Background: an optimization exercise with open tools, aiming at small area and a short achievable clock period. Do not read the settings as production practice.
Where RTL was checked, it was by simulation tests only, not by an equivalence proof against the original.

// IEEE754_Mult
module IEEE754_Mult
(
	input clock,
	input resetn,
	input [31:0] a,
	input [31:0] b,
	output [31:0] y
);
Size in the first run: about 110 flip-flops, ~98 I/O pins.
==> flow/config.mk <==
export PLATFORM = sky130hd
export DESIGN_NAME = IEEE754_Mult
export DESIGN_NICKNAME = IEEE754_Mult
export VERILOG_FILES = /design/flow/design.v
export SDC_FILE = /design/flow/constraint.sdc
export NUM_CORES = 4
export LEC_CHECK = 0
export CAP_MARGIN = 20
export CORE_MARGIN = 2
export CORE_UTILIZATION = 40
export CTS_BUF_LIST = sky130_fd_sc_hd__clkbuf_4 sky130_fd_sc_hd__clkbuf_8
export SETUP_SLACK_MARGIN = 5
export SLEW_MARGIN = 20
export SYNTH_HIERARCHICAL = 1
==> flow/constraint.sdc <==
create_clock -name core_clock -period 11.0 [get_ports {clock}]
set_input_delay 2.2000 -clock core_clock [delete_from_list [all_inputs] [get_ports {clock}]]
set_output_delay 2.2000 -clock core_clock [all_outputs]
set_load 0.01 [all_outputs]
standard.sh (not shown) runs the stock make flow with config.mk's settings and CLKGATE_MAP_FILE= SYNTH_SCRIPT=/design/flow/synth_recipe.tcl, a recipe that flattens the netlist after the stock synthesis.
==> flow/flow/run.sh <==
#!/bin/bash
set -euo pipefail
bash standard.sh SETUP_SLACK_MARGIN=6.6 TNS_END_PERCENT=100 "BUFFER_PORTS_ARGS=-buffer_cell sky130_fd_sc_hd__buf_2"  finish > standard.log 2>&1
The baseline ran to the end with no violations.
==> next run, changes <==
==> flow/flow/run.sh (replaced) <==
#!/bin/bash
set -euo pipefail
bash standard.sh SETUP_SLACK_MARGIN=7 TNS_END_PERCENT=1 "BUFFER_PORTS_ARGS=-buffer_cell sky130_fd_sc_hd__buf_2"  finish > standard.log 2>&1
--- a/flow/config.mk
+++ b/flow/config.mk
@@ -11,4 +11,4 @@
 export CTS_BUF_LIST = sky130_fd_sc_hd__clkbuf_4 sky130_fd_sc_hd__clkbuf_8
 export SETUP_SLACK_MARGIN = 5
-export SLEW_MARGIN = 20
+export SLEW_MARGIN = 75
 export SYNTH_HIERARCHICAL = 1
Routed wire length shrinks by 11%.
Global-route usage shrinks by 1.2 points.
Final cell count shrinks by 1.7%.
Non-clock buffer count shrinks by 37.
Synthesized cell count does not change.
==> next run, changes <==
--- a/flow/config.mk
+++ b/flow/config.mk
@@ -8,7 +8,7 @@
 export CAP_MARGIN = 20
 export CORE_MARGIN = 2
-export CORE_UTILIZATION = 40
+export CORE_UTILIZATION = 60
 export CTS_BUF_LIST = sky130_fd_sc_hd__clkbuf_4 sky130_fd_sc_hd__clkbuf_8
 export SETUP_SLACK_MARGIN = 5
-export SLEW_MARGIN = 75
+export SLEW_MARGIN = 20
 export SYNTH_HIERARCHICAL = 1
Outcome: Hold slack loses 5.3 ps; routed wire length decreases slightly; final cell count came out lower by roughly a tenth; critical path depth climbs by 1; area after synthesis does not change.
==> next run, changes <==
--- a/flow/config.mk
+++ b/flow/config.mk
@@ -8,5 +8,5 @@
 export CAP_MARGIN = 20
 export CORE_MARGIN = 2
-export CORE_UTILIZATION = 60
+export CORE_UTILIZATION = 40
 export CTS_BUF_LIST = sky130_fd_sc_hd__clkbuf_4 sky130_fd_sc_hd__clkbuf_8
 export SETUP_SLACK_MARGIN = 5
Worst setup slack improves by 150 ps.
Count of clock-buffer cells in the layout falls by 1.
Register-to-register slack improves by 130 ps.
Area after synthesis stays the same.
Flip-flop and latch count stays the same.
Via count falls by 1.0%.
==> next run, changes <==
==> flow/flow/run.sh (replaced) <==
#!/bin/bash
set -euo pipefail
bash standard.sh SETUP_SLACK_MARGIN=6.4 TNS_END_PERCENT=100 "BUFFER_PORTS_ARGS=-buffer_cell sky130_fd_sc_hd__buf_2"  finish > standard.log 2>&1
The changed run produced a clean layout. Wire length went up slightly. Worst setup slack gets better by 46 ps. Via count went up slightly.
==> next run, changes <==
==> flow/flow/run.sh (replaced) <==
#!/bin/bash
set -euo pipefail
bash standard.sh SETUP_SLACK_MARGIN=7 TNS_END_PERCENT=1 "BUFFER_PORTS_ARGS=-buffer_cell sky130_fd_sc_hd__buf_2"  finish > standard.log 2>&1
--- a/flow/config.mk
+++ b/flow/config.mk
@@ -9,5 +9,7 @@
 export CORE_MARGIN = 2
 export CORE_UTILIZATION = 40
-export CTS_BUF_LIST = sky130_fd_sc_hd__clkbuf_4 sky130_fd_sc_hd__clkbuf_8
+export CTS_BUF_LIST = sky130_fd_sc_hd__clkbuf_16
+export CTS_CLUSTER_DIAMETER = 400
+export CTS_CLUSTER_SIZE = 60
 export SETUP_SLACK_MARGIN = 5
 export SLEW_MARGIN = 20
Result: Register-to-register slack degrades by 40 ps; global-route usage rises by 0.41 points; cell area is about the same.

========
Another version of the RTL of IEEE754_Mult (not shown whole).
Size: roughly 110 flip-flops, about 98 I/O pins, ~16000 sq um of cells after synthesis.
export LEC_CHECK = 0
export CAP_MARGIN = 20
export CORE_MARGIN = 2
export CORE_UTILIZATION = 55
export CTS_BUF_LIST = sky130_fd_sc_hd__clkbuf_8 sky130_fd_sc_hd__clkbuf_16
export PLACE_DENSITY = 0.7
export SETUP_SLACK_MARGIN = 5
export SLEW_MARGIN = 20
export SYNTH_HIERARCHICAL = 1
create_clock -name core_clock -period 11.0 [get_ports {clock}]
==> flow/flow/run.sh <==
#!/bin/bash
set -euo pipefail
bash standard.sh SETUP_SLACK_MARGIN=6.6 TNS_END_PERCENT=2 "BUFFER_PORTS_ARGS=-buffer_cell sky130_fd_sc_hd__buf_2"  finish > standard.log 2>&1
The baseline went through all stages and came out clean.
Rerun with:
Settings changed: CORE_UTILIZATION 55 to 40, PLACE_DENSITY 0.7 to default.
Outcome: Final cell count climbs by a little under a tenth. Sequential cell count is unchanged. Critical path depth is higher by 1. Via count fell slightly. Worst hold slack is worse by 0.0092 ns.
Rerun with:
==> flow/flow/run.sh (replaced) <==
#!/bin/bash
set -euo pipefail
bash standard.sh SETUP_SLACK_MARGIN=7 TNS_END_PERCENT=1 "BUFFER_PORTS_ARGS=-buffer_cell sky130_fd_sc_hd__buf_2"  finish > standard.log 2>&1
Settings changed: CORE_UTILIZATION 40 to 55, PLACE_DENSITY from default to 0.7.
Result: The changed run finished clean; design area decreases by about 1.3%; maximum frequency decreases by about 0.4%; die area decreases by about 27%; wire length decreases by 7.6%; setup slack got worse by 0.018 ns; cell count decreases by about 7%; area after synthesis does not change; utilization increases by 16 points; synthesized cell count does not change.
Rerun with:
Settings changed: CORE_UTILIZATION 55 to 40, PLACE_DENSITY 0.7 to default.
After rerunning:
- first-iteration DRC count falls by 14%
- core utilization went down by 16 points
- critical path depth does not change
- worst hold slack degrades by 0.0053 ns
- die area rises by 37%

========
run A:
Another version of the RTL of IEEE754_Mult (not shown whole).
For scale: ~1,600 cells after synthesis, ~110 flip-flops.
clock: 11.0 ns
lec_check: 0
cap_margin: 20
core_margin: 2
core_utilization: 40
setup_slack_margin: 5
slew_margin: 20
synth_hierarchical: 1
==> flow/flow/run.sh <==
#!/bin/bash
set -euo pipefail
bash standard.sh SETUP_SLACK_MARGIN=7 TNS_END_PERCENT=1 finish > standard.log 2>&1
Run A went all the way through synthesis, placement and routing and the layout is clean on timing, DRC and antenna.
#### Input delta (run B over run A)
==> flow/flow/run.sh <==
#!/bin/bash
set -euo pipefail
bash standard.sh SETUP_SLACK_MARGIN=6.5 TNS_END_PERCENT=3 finish > standard.log 2>&1
--- outcome ---
Number of nets with antenna violations after detailed routing: run A vs run B, no meaningful difference. [run B vs run A] share of cell area taken by flip-flops and latches: higher in run B. Run A was larger in final cell area than run B. Number of global-route vias before repair: run B vs run A — no meaningful difference. Run B vs. run A: first-pass GRT wire length -250 um; worst reg-to-reg path cell count -2. Re number of hold-slack violations in the final timing report: no difference whatsoever between run A and run B.
Setup changes, run B to run C
==> flow/flow/run.sh <==
#!/bin/bash
set -euo pipefail
bash standard.sh SETUP_SLACK_MARGIN=7 TNS_END_PERCENT=1 "BUFFER_PORTS_ARGS=-buffer_cell sky130_fd_sc_hd__buf_2" finish > standard.log 2>&1
==> comparison <==
- Between run B and run C, source-to-sink clock delay at the later pin of the worst-skew pair decreased.
- Run C closes out successfully: all stages finished, all timing, DRC and antenna checks passed.
- Changes observed in run C relative to run B: met2 layer wire length in the routed design saw an increase, standard cell area after detailed placement now smaller, vias per cell up 1.3%, routed wire length has increased.
Function was not checked in any run of this note: the RTL went through the layout flow alone.

========
Another version of the RTL of IEEE754_Mult (not shown whole).
For scale: ~1,500 cells after synthesis.
// IEEE754_Mult
module IEEE754_Mult
(
	input clock,
	input resetn,
	input [31:0] a,
	input [31:0] b,
	output [31:0] y
);
Settings: LEC_CHECK=0, CAP_MARGIN=20, CORE_MARGIN=2, CORE_UTILIZATION=40, SETUP_SLACK_MARGIN=5, SLEW_MARGIN=20, SYNTH_HIERARCHICAL=1; clock period 11.0 ns.
run.sh (not shown) runs the stock make flow with config.mk's settings and CLKGATE_MAP_FILE= SYNTH_SCRIPT=/design/flow/synth_recipe.tcl, a recipe that flattens the netlist after the stock synthesis.
Stock flow here: none of the scripts above is used.
The baseline went through all stages and came out clean.
Next try:
- SETUP_SLACK_MARGIN: 5 -> not set
What happened: The new run completed with no timing, DRC or antenna violations; core utilization falls by 0.28 points; die area is unchanged; critical path depth went down by 1; clock-buffer cell count stays the same; worst setup slack is worse by 0.68 ns; register-to-register slack degrades by 0.68 ns.
Function was not checked in any run of this note: the RTL went through the layout flow alone.

========
IEEE754_Mult, a different RTL version from the one above (not shown whole).
For scale: about 1600 cells after synthesis, roughly 98 I/O pins, roughly 16000 um2 of cells after synthesis.
Settings: LEC_CHECK=0, CAP_MARGIN=20, CORE_MARGIN=2, CORE_UTILIZATION=40, SETUP_SLACK_MARGIN=5, SLEW_MARGIN=20, SYNTH_HIERARCHICAL=1; clock period 11.0 ns.
Change:
==> flow/flow/run.sh (new file) <==
#!/bin/bash
set -euo pipefail
bash standard.sh SETUP_SLACK_MARGIN=8 TNS_END_PERCENT=1 finish > standard.log 2>&1
==> flow/standard.sh (new file) <==
#!/bin/bash
# synth_recipe.tcl (not shown) runs the flow's synth.tcl, then flattens the netlist and writes it again
# the make line also repeats each setting of config.mk as NAME=value (left out here)
make -C /OpenROAD-flow-scripts/flow DESIGN_CONFIG=/design/flow/config.mk WORK_HOME=/design/flow/orfs CLKGATE_MAP_FILE= SYNTH_SCRIPT=/design/flow/synth_recipe.tcl "${@:-finish}"
removed: flow/run.sh
What happened:
- hold slack improved by 0.0056 ns
- first-iteration DRC count went up by 18%
- final cell count went up by 0.72%
- maximum frequency went up by 13%
- setup slack improved by 0.67 ns
- via count went up by 2.2%
- synthesized area stays the same
Change:
==> flow/flow/run.sh (replaced) <==
#!/bin/bash
set -euo pipefail
bash standard.sh SETUP_SLACK_MARGIN=7 finish > standard.log 2>&1
First-iteration DRC count climbs by 28%.
Cell area climbs by 17%.
Via count climbs by 7.4%.
Worst setup slack gains 0.018 ns.
Count of clock-buffer cells in the layout climbs by 1.
Worst hold slack hardly moves.
Sequential share of layout area drops by 1.4 points.
Wire length climbs by 16%.
Change:
==> flow/flow/run.sh (replaced) <==
#!/bin/bash
set -euo pipefail
bash standard.sh SETUP_SLACK_MARGIN=6 TNS_END_PERCENT=5 finish > standard.log 2>&1
Effect:
- The changed run completed with no timing, DRC or antenna violations
- hold slack got worse by 0.010 ns
- via count is lower by 8.1%
- final cell count falls by 4.4%
- utilization goes down by 8.7 points
- setup slack gets worse by 0.19 ns
- design area is lower by 16%
- clock-buffer cell count shrinks by 1
Change:
==> flow/flow/run.sh (replaced) <==
#!/bin/bash
set -euo pipefail
bash standard.sh SETUP_SLACK_MARGIN=7 TNS_END_PERCENT=0 finish > standard.log 2>&1
=> Sequential cell count is unchanged. Via count increases slightly. Fmax came out higher by a few percent. Area after synthesis is unchanged. First-iteration DRC count is higher by roughly a tenth. Clock skew goes down by 0.0062 ns. Utilization is higher by 0.62 points. Critical path depth increases by 2. Register-to-register slack gets better by 0.28 ns.
Change:
==> flow/flow/run.sh (replaced) <==
#!/bin/bash
set -euo pipefail
bash standard.sh SETUP_SLACK_MARGIN=6.5 TNS_END_PERCENT=1 finish > standard.log 2>&1
Routed wire length is unchanged.
Fmax stays the same.
Die area is unchanged.
Utilization stays the same.
First-iteration DRC count does not change.
No run of this note included a check of the RTL's function; only the layout flow was run.

afterwards: timing with drivers on the ports:
In the flow no input, the clock included, has a driving cell. The finished layouts below were timed again as built, in two steps. Step 1: set_driving_cell puts a clkbuf_16 on clock and a buf_2 on each other input, an assumption about the parent block. Step 2 also shifts input and output timing later by t, the mid clock arrival at the registers, as if the neighbouring blocks saw the same clock. Three values: no drivers, after step 1, after step 2; two values: the first two.
run	t (ns)	setup slack, ns	clock arrival spread, ns	worst data-port slew with drivers (ns)
the first run of note 1	0.504	6.293 / 6.253 / 6.590	0.027 / 0.027	0.04
the second run of note 1	0.484	6.263 / 6.219 / 6.354	0.015 / 0.015	0.03
the third run of note 1	0.497	6.185 / 6.133 / 6.231	0.039 / 0.039	0.03
the fourth run of note 1	0.483	6.335 / 6.294 / 6.358	0.018 / 0.018	0.03
the fifth run of note 1	0.492	6.381 / 6.336 / 6.470	0.024 / 0.023	0.03
the sixth run of note 1	0.460	6.372 / 6.329 / 6.433	0.017 / 0.017	0.03
the first run of note 2	0.409	6.296 / 6.250 / 6.400	0.010 / 0.010	0.03
the second run of note 2	0.412	6.437 / 6.394 / 6.475	0.019 / 0.019	0.06
the third run of note 2	0.405	6.419 / 6.373 / 6.430	0.017 / 0.017	0.03
the fourth run of note 2	0.406	6.433 / 6.387 / 6.509	0.014 / 0.014	0.07
run A	0.465	6.492 / 6.444 / 6.341	0.011 / 0.011	0.05
run B	0.468	6.294 / 6.247 / 6.383	0.030 / 0.030	0.05
run C	0.461	6.492 / 6.446 / 6.562	0.012 / 0.012	0.05
the first run of note 4	0.413	5.286 / 5.286 / 5.286	0.024 / 0.024	0.05
the second run of note 4	0.411	4.609 / 4.609 / 4.609	0.025 / 0.026	0.05
the first run of note 5	0.413	5.257 / 5.206 / 5.608	0.025 / 0.025	0.04
the second run of note 5	0.422	5.928 / 5.875 / 6.051	0.018 / 0.017	0.08
the third run of note 5	0.421	5.945 / 5.894 / 6.316	0.013 / 0.013	0.09
the fourth run of note 5	0.413	5.754 / 5.702 / 5.768	0.026 / 0.025	0.04
the fifth run of note 5	0.422	5.928 / 5.875 / 6.051	0.018 / 0.017	0.08
the sixth run of note 5	0.422	5.928 / 5.875 / 6.051	0.018 / 0.017	0.08
After both steps setup and hold are still met in every run listed. The setup slack of run A, which loses most, moves by -0.048 ns with the drivers and by -0.151 ns with both steps.
